Background: an optimization exercise with open tools, aiming at small area. Do not read the settings as production practice. At most, simulation tests tie the RTL to the original design; equivalence was not proved. No driver is modelled on the clock port, so clock power and skew are understated where the tree is cut down; a real chip needs a root buffer or a tree. No activity file was given, so power comes from the tool's default toggle rates.

==> v27 <==
==> flow/design.v <==
module elevator(
	input [63:0] requested_floor,
	input [63:0] destination_floor_elevator1,
	input [63:0] destination_floor_elevator2,
	input [63:0] current_floor_elevator1,
	input [63:0] current_floor_elevator2,
	input clk,
	input reset_elevator1,
	input in_emergency_elevator1,
	input reset_elevator2,
	input in_emergency_elevator2,
	output reg [1:0] direction_elevator1,
	output reg [1:0] direction_elevator2,
	output reg request_taken,
	output reg elevator1_status,
	output reg elevator2_status,
	output reg arrived_elevator1,
	output reg arrived_elevator2,
	output reg emergency_signal_elevator1,
	output reg emergency_signal_elevator2,
	output [63:0] current_floor_output_elevator1,
	output [63:0] current_floor_output_elevator2,
	output [63:0] final_floor_elevator1,
	output [63:0] final_floor_elevator2
	);
function [5:0] enc;
	input [63:0] x;
	integer i;
	begin
		enc = 6'd0;
		for (i = 0; i < 64; i = i + 1)
			if (x[i]) enc = enc | i[5:0];
	end
endfunction
reg [5:0] cur1, cur2, fin1, fin2;
assign current_floor_output_elevator1 = 64'd1 << cur1;
assign current_floor_output_elevator2 = 64'd1 << cur2;
assign final_floor_elevator1 = 64'd1 << fin1;
assign final_floor_elevator2 = 64'd1 << fin2;
wire [5:0] req = enc(requested_floor);
wire [5:0] dst1 = enc(destination_floor_elevator1);
wire [5:0] dst2 = enc(destination_floor_elevator2);
wire [5:0] ld1 = enc(current_floor_elevator1);
wire [5:0] ld2 = enc(current_floor_elevator2);
wire take1 = !elevator1_status && !request_taken && fin2 != req && cur1 == dst1;
wire take2 = !take1 && !elevator2_status && !request_taken && fin1 != req && cur2 == dst2;
wire [5:0] f1 = reset_elevator1 ? dst1 : take1 ? req : fin1;
wire [5:0] c1 = reset_elevator1 ? ld1 : cur1;
wire [5:0] f2 = reset_elevator2 ? dst2 : take2 ? req : fin2;
wire [5:0] c2 = reset_elevator2 ? ld2 : cur2;
wire up1 = !in_emergency_elevator1 && f1 > c1;
wire dn1 = !in_emergency_elevator1 && f1 < c1;
wire eq1 = f1 == c1;
wire up2 = !in_emergency_elevator2 && f2 > c2;
wire dn2 = !in_emergency_elevator2 && f2 < c2;
wire eq2 = f2 == c2;
always @(posedge clk) begin
	fin1 <= f1;
	fin2 <= f2;
	cur1 <= up1 ? c1 + 6'd1 : dn1 ? c1 - 6'd1 : c1;
	cur2 <= up2 ? c2 + 6'd1 : dn2 ? c2 - 6'd1 : c2;
	direction_elevator1 <= {dn1, up1};
	direction_elevator2 <= {dn2, up2};
	arrived_elevator1 <= in_emergency_elevator1 | eq1;
	arrived_elevator2 <= in_emergency_elevator2 | eq2;
	emergency_signal_elevator1 <= in_emergency_elevator1;
	emergency_signal_elevator2 <= in_emergency_elevator2;
	elevator1_status <= !eq1 && (!in_emergency_elevator1 || (!reset_elevator1 && elevator1_status));
	elevator2_status <= !eq2 && (!in_emergency_elevator2 || (!reset_elevator2 && elevator2_status));
	request_taken <= (request_taken | take1 | take2) & !reset_elevator1 & !reset_elevator2 & !eq1 & !eq2;
end
endmodule
==> flow/run.sh <==
#!/bin/bash
# synth_recipe.tcl (not shown) runs the flow's synth.tcl, then flattens the netlist and writes it again
# the make line also repeats each setting of config.mk as NAME=value (left out here)
make -C /OpenROAD-flow-scripts/flow DESIGN_CONFIG=/design/flow/config.mk WORK_HOME=/design/flow/orfs CLKGATE_MAP_FILE= SYNTH_SCRIPT=/design/flow/synth_recipe.tcl finish
==> flow/config.mk <==
export PLATFORM = sky130hd
export DESIGN_NAME = elevator
export DESIGN_NICKNAME = elevator
export VERILOG_FILES = /design/flow/design.v
export SDC_FILE = /design/flow/constraint.sdc
export NUM_CORES = 4
export LEC_CHECK = 0
export CAP_MARGIN = 20
export CORE_AREA = 10 10 210 210
export DIE_AREA = 0 0 220 220
export SLEW_MARGIN = 20
==> flow/constraint.sdc <==
create_clock -name core_clock -period 10.0 [get_ports {clk}]
set_input_delay 2.0000 -clock core_clock [delete_from_list [all_inputs] [get_ports {clk}]]
set_output_delay 2.0000 -clock core_clock [all_outputs]
set_load 0.01 [all_outputs]
==> inputs of v24, as changes to v27 <==
--- a/flow/design.v
+++ b/flow/design.v
@@ -15,6 +15,6 @@
 	output reg elevator1_status,
 	output reg elevator2_status,
-	output reg arrived_elevator1,
-	output reg arrived_elevator2,
+	output arrived_elevator1,
+	output arrived_elevator2,
 	output reg emergency_signal_elevator1,
 	output reg emergency_signal_elevator2,
@@ -26,16 +26,50 @@
 function [5:0] enc;
 	input [63:0] x;
+	reg [7:0] row, col;
 	integer i;
 	begin
-		enc = 6'd0;
+		for (i = 0; i < 8; i = i + 1) begin
+			row[i] = |x[8*i +: 8];
+			col[i] = x[i] | x[8+i] | x[16+i] | x[24+i] | x[32+i] | x[40+i] | x[48+i] | x[56+i];
+		end
+		enc[0] = col[1] | col[3] | col[5] | col[7];
+		enc[1] = col[2] | col[3] | col[6] | col[7];
+		enc[2] = col[4] | col[5] | col[6] | col[7];
+		enc[3] = row[1] | row[3] | row[5] | row[7];
+		enc[4] = row[2] | row[3] | row[6] | row[7];
+		enc[5] = row[4] | row[5] | row[6] | row[7];
+	end
+endfunction
+function [63:0] dec;
+	input [5:0] k;
+	reg [7:0] row, col;
+	integer i;
+	begin
+		row = 8'd1 << k[5:3];
+		col = 8'd1 << k[2:0];
 		for (i = 0; i < 64; i = i + 1)
-			if (x[i]) enc = enc | i[5:0];
+			dec[i] = row[i / 8] & col[i % 8];
+	end
+endfunction
+function [5:0] step;
+	input [5:0] c;
+	input up, dn;
+	reg u, d;
+	integer i;
+	begin
+		u = up;
+		d = dn;
+		for (i = 0; i < 6; i = i + 1) begin
+			step[i] = c[i] ^ (u | d);
+			u = u & c[i];
+			d = d & !c[i];
+		end
 	end
 endfunction
 reg [5:0] cur1, cur2, fin1, fin2;
-assign current_floor_output_elevator1 = 64'd1 << cur1;
-assign current_floor_output_elevator2 = 64'd1 << cur2;
-assign final_floor_elevator1 = 64'd1 << fin1;
-assign final_floor_elevator2 = 64'd1 << fin2;
+assign current_floor_output_elevator1 = dec(cur1);
+assign current_floor_output_elevator2 = dec(cur2);
+assign final_floor_elevator1 = dec(fin1);
+assign final_floor_elevator2 = dec(fin2);
 wire [5:0] req = enc(requested_floor);
 wire [5:0] dst1 = enc(destination_floor_elevator1);
@@ -55,13 +89,19 @@
 wire dn2 = !in_emergency_elevator2 && f2 < c2;
 wire eq2 = f2 == c2;
+wire moving1 = elevator1_status & !emergency_signal_elevator1;
+wire moving2 = elevator2_status & !emergency_signal_elevator2;
+always @* begin
+	direction_elevator1[1] = moving1 & !direction_elevator1[0];
+	direction_elevator2[1] = moving2 & !direction_elevator2[0];
+end
+assign arrived_elevator1 = !moving1;
+assign arrived_elevator2 = !moving2;
 always @(posedge clk) begin
 	fin1 <= f1;
 	fin2 <= f2;
-	cur1 <= up1 ? c1 + 6'd1 : dn1 ? c1 - 6'd1 : c1;
-	cur2 <= up2 ? c2 + 6'd1 : dn2 ? c2 - 6'd1 : c2;
-	direction_elevator1 <= {dn1, up1};
-	direction_elevator2 <= {dn2, up2};
-	arrived_elevator1 <= in_emergency_elevator1 | eq1;
-	arrived_elevator2 <= in_emergency_elevator2 | eq2;
+	cur1 <= step(c1, up1, dn1);
+	cur2 <= step(c2, up2, dn2);
+	direction_elevator1[0] <= up1;
+	direction_elevator2[0] <= up2;
 	emergency_signal_elevator1 <= in_emergency_elevator1;
 	emergency_signal_elevator2 <= in_emergency_elevator2;
==> flow/flow/run.sh (new file) <==
#!/bin/bash
# The standard ORFS layout, with an area-oriented synthesis (flow/synth.tcl), the
# smallest buffer cell for the port buffers and a one-level clock tree of three buffers (flow/cts.tcl).
# Full tool output: standard_flow.log and orfs/logs/.
set -euo pipefail
export MY_WORK=$(pwd)
export MY_ABC_SCRIPT=$MY_WORK/flow/area.script
export BUFFER_PORTS_ARGS="-buffer_cell sky130_fd_sc_hd__buf_1"
export PRE_CTS_TCL=$MY_WORK/flow/cts.tcl
export MY_CLOCK_PORT=clk
export MY_CLOCK_BUF=sky130_fd_sc_hd__clkbuf_8
export MY_CLOCK_GROUPS=3
bash standard.sh SYNTH_SCRIPT=$MY_WORK/flow/synth.tcl finish > standard_flow.log 2>&1
==> flow/flow/area.script (new file) <==
strash
&get -n
&fraig -x
&put
scorr
dc2
strash
dch -f
amap -F 20 -A 40 -C 5000 -x
==> flow/flow/cts.tcl (new file) <==
# Sourced before ORFS's CTS step (PRE_CTS_TCL). The design has a few dozen flip-flops, so the
# clock tree is one level of clock buffers: this replaces clock_tree_synthesis with a step that
# splits the clock pins into MY_CLOCK_GROUPS groups by position (k-means), and gives each group
# its own buffer, placed at the group's centroid and fed by the clock port (detailed placement
# then legalises the buffers).
proc clock_tree_synthesis {args} {
  set block [ord::get_db_block]
  set clk [$block findNet $::env(MY_CLOCK_PORT)]
  set master [[ord::get_db] findMaster $::env(MY_CLOCK_BUF)]
  set k $::env(MY_CLOCK_GROUPS)
  set pins {}
  set xs {}
  set ys {}
  foreach it [$clk getITerms] {
    set loc [[$it getInst] getLocation]
    lappend pins $it
    lappend xs [lindex $loc 0]
    lappend ys [lindex $loc 1]
  }
  set n [llength $pins]
  # initial centres: pins spread through the list sorted by x
  set order [lsort -integer -indices $xs]
  set cx {}
  set cy {}
  for {set j 0} {$j < $k} {incr j} {
    set i [lindex $order [expr {($j * $n + $n / 2) / $k}]]
    lappend cx [lindex $xs $i]
    lappend cy [lindex $ys $i]
  }
  for {set iter 0} {$iter < 50} {incr iter} {
    set grp {}
    for {set i 0} {$i < $n} {incr i} {
      set best 0
      set bd -1
      for {set j 0} {$j < $k} {incr j} {
        set d [expr {abs([lindex $xs $i] - [lindex $cx $j]) + abs([lindex $ys $i] - [lindex $cy $j])}]
        if {$bd < 0 || $d < $bd} { set bd $d; set best $j }
      }
      lappend grp $best
    }
    for {set j 0} {$j < $k} {incr j} {
      set sx 0; set sy 0; set m 0
      for {set i 0} {$i < $n} {incr i} {
        if {[lindex $grp $i] == $j} { incr sx [lindex $xs $i]; incr sy [lindex $ys $i]; incr m }
      }
      if {$m > 0} { lset cx $j [expr {$sx / $m}]; lset cy $j [expr {$sy / $m}] }
    }
  }
  for {set j 0} {$j < $k} {incr j} {
    set buf [odb::dbInst_create $block $master clkbuf_leaf_$j]
    set net [odb::dbNet_create $block clknet_leaf_$j]
    $net setSigType CLOCK
    set m 0
    for {set i 0} {$i < $n} {incr i} {
      if {[lindex $grp $i] == $j} {
        set it [lindex $pins $i]
        $it disconnect
        $it connect $net
        incr m
      }
    }
    [$buf findITerm A] connect $clk
    [$buf findITerm X] connect $net
    $buf setLocation [lindex $cx $j] [lindex $cy $j]
    $buf setPlacementStatus PLACED
    puts "Clock buffer $j ($::env(MY_CLOCK_BUF)) drives $m clock pins"
  }
}
==> flow/flow/synth.tcl (new file) <==
# The standard synthesis (synth_recipe.tcl in the work folder), with two changes that
# leave the registers alone: ABC maps with the area-oriented script in flow/area.script, and
# Yosys does not extract half/full adders (ABC maps that logic instead).
proc abc {args} {
  set i [lsearch -exact $args -script]
  if {$i >= 0} { lset args [expr {$i + 1}] $::env(MY_ABC_SCRIPT) }
  yosys abc {*}$args
}
proc extract_fa {args} {}
source $::env(MY_WORK)/synth_recipe.tcl
==> flow/standard.sh (new file) <==
#!/bin/bash
# synth_recipe.tcl (not shown) runs the flow's synth.tcl, then flattens the netlist and writes it again
# the make line also repeats each setting of config.mk as NAME=value (left out here)
make -C /OpenROAD-flow-scripts/flow DESIGN_CONFIG=/design/flow/config.mk WORK_HOME=/design/flow/orfs CLKGATE_MAP_FILE= SYNTH_SCRIPT=/design/flow/synth_recipe.tcl "${@:-finish}"
- CAP_MARGIN: 20 -> 0
- GPL_TIMING_DRIVEN: not set -> 0
- SLEW_MARGIN: 20 -> 0
removed: flow/run.sh
==> inputs of v30, as changes to v27 <==
--- a/flow/design.v
+++ b/flow/design.v
@@ -15,6 +15,6 @@
 	output reg elevator1_status,
 	output reg elevator2_status,
-	output reg arrived_elevator1,
-	output reg arrived_elevator2,
+	output arrived_elevator1,
+	output arrived_elevator2,
 	output reg emergency_signal_elevator1,
 	output reg emergency_signal_elevator2,
@@ -26,16 +26,50 @@
 function [5:0] enc;
 	input [63:0] x;
+	reg [7:0] row, col;
 	integer i;
 	begin
-		enc = 6'd0;
+		for (i = 0; i < 8; i = i + 1) begin
+			row[i] = |x[8*i +: 8];
+			col[i] = x[i] | x[8+i] | x[16+i] | x[24+i] | x[32+i] | x[40+i] | x[48+i] | x[56+i];
+		end
+		enc[0] = col[1] | col[3] | col[5] | col[7];
+		enc[1] = col[2] | col[3] | col[6] | col[7];
+		enc[2] = col[4] | col[5] | col[6] | col[7];
+		enc[3] = row[1] | row[3] | row[5] | row[7];
+		enc[4] = row[2] | row[3] | row[6] | row[7];
+		enc[5] = row[4] | row[5] | row[6] | row[7];
+	end
+endfunction
+function [63:0] dec;
+	input [5:0] k;
+	reg [7:0] row, col;
+	integer i;
+	begin
+		row = 8'd1 << k[5:3];
+		col = 8'd1 << k[2:0];
 		for (i = 0; i < 64; i = i + 1)
-			if (x[i]) enc = enc | i[5:0];
+			dec[i] = row[i / 8] & col[i % 8];
+	end
+endfunction
+function [5:0] step;
+	input [5:0] c;
+	input up, dn;
+	reg u, d;
+	integer i;
+	begin
+		u = up;
+		d = dn;
+		for (i = 0; i < 6; i = i + 1) begin
+			step[i] = c[i] ^ (u | d);
+			u = u & c[i];
+			d = d & !c[i];
+		end
 	end
 endfunction
 reg [5:0] cur1, cur2, fin1, fin2;
-assign current_floor_output_elevator1 = 64'd1 << cur1;
-assign current_floor_output_elevator2 = 64'd1 << cur2;
-assign final_floor_elevator1 = 64'd1 << fin1;
-assign final_floor_elevator2 = 64'd1 << fin2;
+assign current_floor_output_elevator1 = dec(cur1);
+assign current_floor_output_elevator2 = dec(cur2);
+assign final_floor_elevator1 = dec(fin1);
+assign final_floor_elevator2 = dec(fin2);
 wire [5:0] req = enc(requested_floor);
 wire [5:0] dst1 = enc(destination_floor_elevator1);
@@ -55,13 +89,13 @@
 wire dn2 = !in_emergency_elevator2 && f2 < c2;
 wire eq2 = f2 == c2;
+assign arrived_elevator1 = !(direction_elevator1[0] | direction_elevator1[1]);
+assign arrived_elevator2 = !(direction_elevator2[0] | direction_elevator2[1]);
 always @(posedge clk) begin
 	fin1 <= f1;
 	fin2 <= f2;
-	cur1 <= up1 ? c1 + 6'd1 : dn1 ? c1 - 6'd1 : c1;
-	cur2 <= up2 ? c2 + 6'd1 : dn2 ? c2 - 6'd1 : c2;
+	cur1 <= step(c1, up1, dn1);
+	cur2 <= step(c2, up2, dn2);
 	direction_elevator1 <= {dn1, up1};
 	direction_elevator2 <= {dn2, up2};
-	arrived_elevator1 <= in_emergency_elevator1 | eq1;
-	arrived_elevator2 <= in_emergency_elevator2 | eq2;
 	emergency_signal_elevator1 <= in_emergency_elevator1;
 	emergency_signal_elevator2 <= in_emergency_elevator2;
==> flow/flow/run.sh (new file) <==
#!/bin/bash
# The standard ORFS layout, with an area-oriented synthesis (flow/synth.tcl) and the
# smallest buffer cell for the port buffers. Full tool output: standard_flow.log and
# orfs/logs/.
set -euo pipefail
export MY_WORK=$(pwd)
export MY_ABC_SCRIPT=$MY_WORK/flow/area.script
export BUFFER_PORTS_ARGS="-buffer_cell sky130_fd_sc_hd__buf_1"
export CTS_ARGS="-sink_clustering_enable -repair_clock_nets -dont_use_dummy_load -root_buf sky130_fd_sc_hd__clkbuf_4 -buf_list sky130_fd_sc_hd__clkbuf_4 -sink_clustering_size 20"
bash standard.sh SYNTH_SCRIPT=$MY_WORK/flow/synth.tcl finish > standard_flow.log 2>&1
==> flow/flow/area.script (new file) <==
strash
&get -n
&fraig -x
&put
scorr
dc2
strash
dch -f
amap -F 20 -A 40 -C 5000
==> flow/flow/synth.tcl (new file) <==
# The standard synthesis (synth_recipe.tcl in the work folder), with two changes that
# leave the registers alone: ABC maps with the area-oriented script in flow/area.script, and
# Yosys does not extract half/full adders (ABC maps that logic instead).
proc abc {args} {
  set i [lsearch -exact $args -script]
  if {$i >= 0} { lset args [expr {$i + 1}] $::env(MY_ABC_SCRIPT) }
  yosys abc {*}$args
}
proc extract_fa {args} {}
source $::env(MY_WORK)/synth_recipe.tcl
==> flow/standard.sh (new file) <==
#!/bin/bash
# synth_recipe.tcl (not shown) runs the flow's synth.tcl, then flattens the netlist and writes it again
# the make line also repeats each setting of config.mk as NAME=value (left out here)
make -C /OpenROAD-flow-scripts/flow DESIGN_CONFIG=/design/flow/config.mk WORK_HOME=/design/flow/orfs CLKGATE_MAP_FILE= SYNTH_SCRIPT=/design/flow/synth_recipe.tcl "${@:-finish}"
- GPL_TIMING_DRIVEN: not set -> 0
removed: flow/run.sh
==> inputs of v20, as changes to v27 <==
==> flow/flow/run.sh (new file) <==
#!/bin/bash
# Standard ORFS layout, with the smallest buffer cell for the port buffers.
set -euo pipefail
export BUFFER_PORTS_ARGS="-buffer_cell sky130_fd_sc_hd__buf_1"
bash standard.sh finish > standard_flow.log 2>&1
==> flow/standard.sh (new file) <==
#!/bin/bash
# synth_recipe.tcl (not shown) runs the flow's synth.tcl, then flattens the netlist and writes it again
# the make line also repeats each setting of config.mk as NAME=value (left out here)
make -C /OpenROAD-flow-scripts/flow DESIGN_CONFIG=/design/flow/config.mk WORK_HOME=/design/flow/orfs CLKGATE_MAP_FILE= SYNTH_SCRIPT=/design/flow/synth_recipe.tcl "${@:-finish}"
removed: flow/run.sh
==> qor summary <==
quantity                                                    v20        v27        v24        v30
Result of the run              no timing/DRC/antenna violations  no timing/DRC/antenna violations  no timing/DRC/antenna violations  no timing/DRC/antenna violations
Worst setup slack after placement                       2.45 ns    2.12 ns   0.336 ns    1.28 ns
Layout Area Growth over Synthesis                         53.2%       122%      65.9%      66.2%
Static Leakage                                          2.42 nW    3.89 nW    1.78 nW    1.80 nW
Clock buffer count                                            6          5          -          5
Clock transition at path regs                           0.06 ns    0.07 ns    0.10 ns    0.12 ns
Adder-cell share of the synthesized area                  3.75%      3.75%         0%         0%
Pin count of the biggest net entering global routing         24         24         16         15
Mux contribution to synthesized area                      3.96%      3.96%         0%         0%
Fraction of area in multi-input gates                     53.8%      37.1%      49.2%      48.6%
H-tree depth                                                  2          2          -          2
Multi-input logic area                                4400 um^2  4400 um^2  3610 um^2  3580 um^2
Met2 Use GR                                               28.7%      30.5%      24.4%      24.9%
For v24, only the layout was checked, not whether the RTL still works. The clock cells of v24 come from the design's own scripts or RTL, not from TritonCTS.

[port drivers added, routing unchanged]
The results above use ideal ports. As a check the final layouts listed here were re-extracted and re-timed, cells and wires unchanged. Step 1 sets driving cells, clkbuf_16 on the clock port and buf_2 on the other inputs (assumed; they add their load-dependent delay and slew). Step 2 moves the port delays by t, midway between the first and last clock arrival at a register: inputs arrive t later, outputs are due t later. That takes back most of the time a late clock gives input paths. Three values: ideal ports, drivers, drivers and shift; two values: the first two.
| run | t, ns | setup slack, ns | latest minus earliest clock arrival (ns) | pins driven straight from the clock port |
|---|---|---|---|---|
| v27 | 0.322 | 2.403 / 2.416 / 2.094 | 0.012 / 0.012 | 1 |
| v24 | 0.202 | 1.143 / 1.143 / 0.942 | 0.049 / 0.049 | 3 |
| v30 | 0.391 | 1.696 / 1.696 / 1.305 | 0.020 / 0.020 | 1 |
| v20 | 0.320 | 2.710 / 2.725 / 2.405 | 0.005 / 0.005 | 1 |
After both steps setup and hold are still met in every run listed. For v30, which loses most, drivers alone change the setup slack by 0.000 ns; drivers and shift together by -0.391 ns.
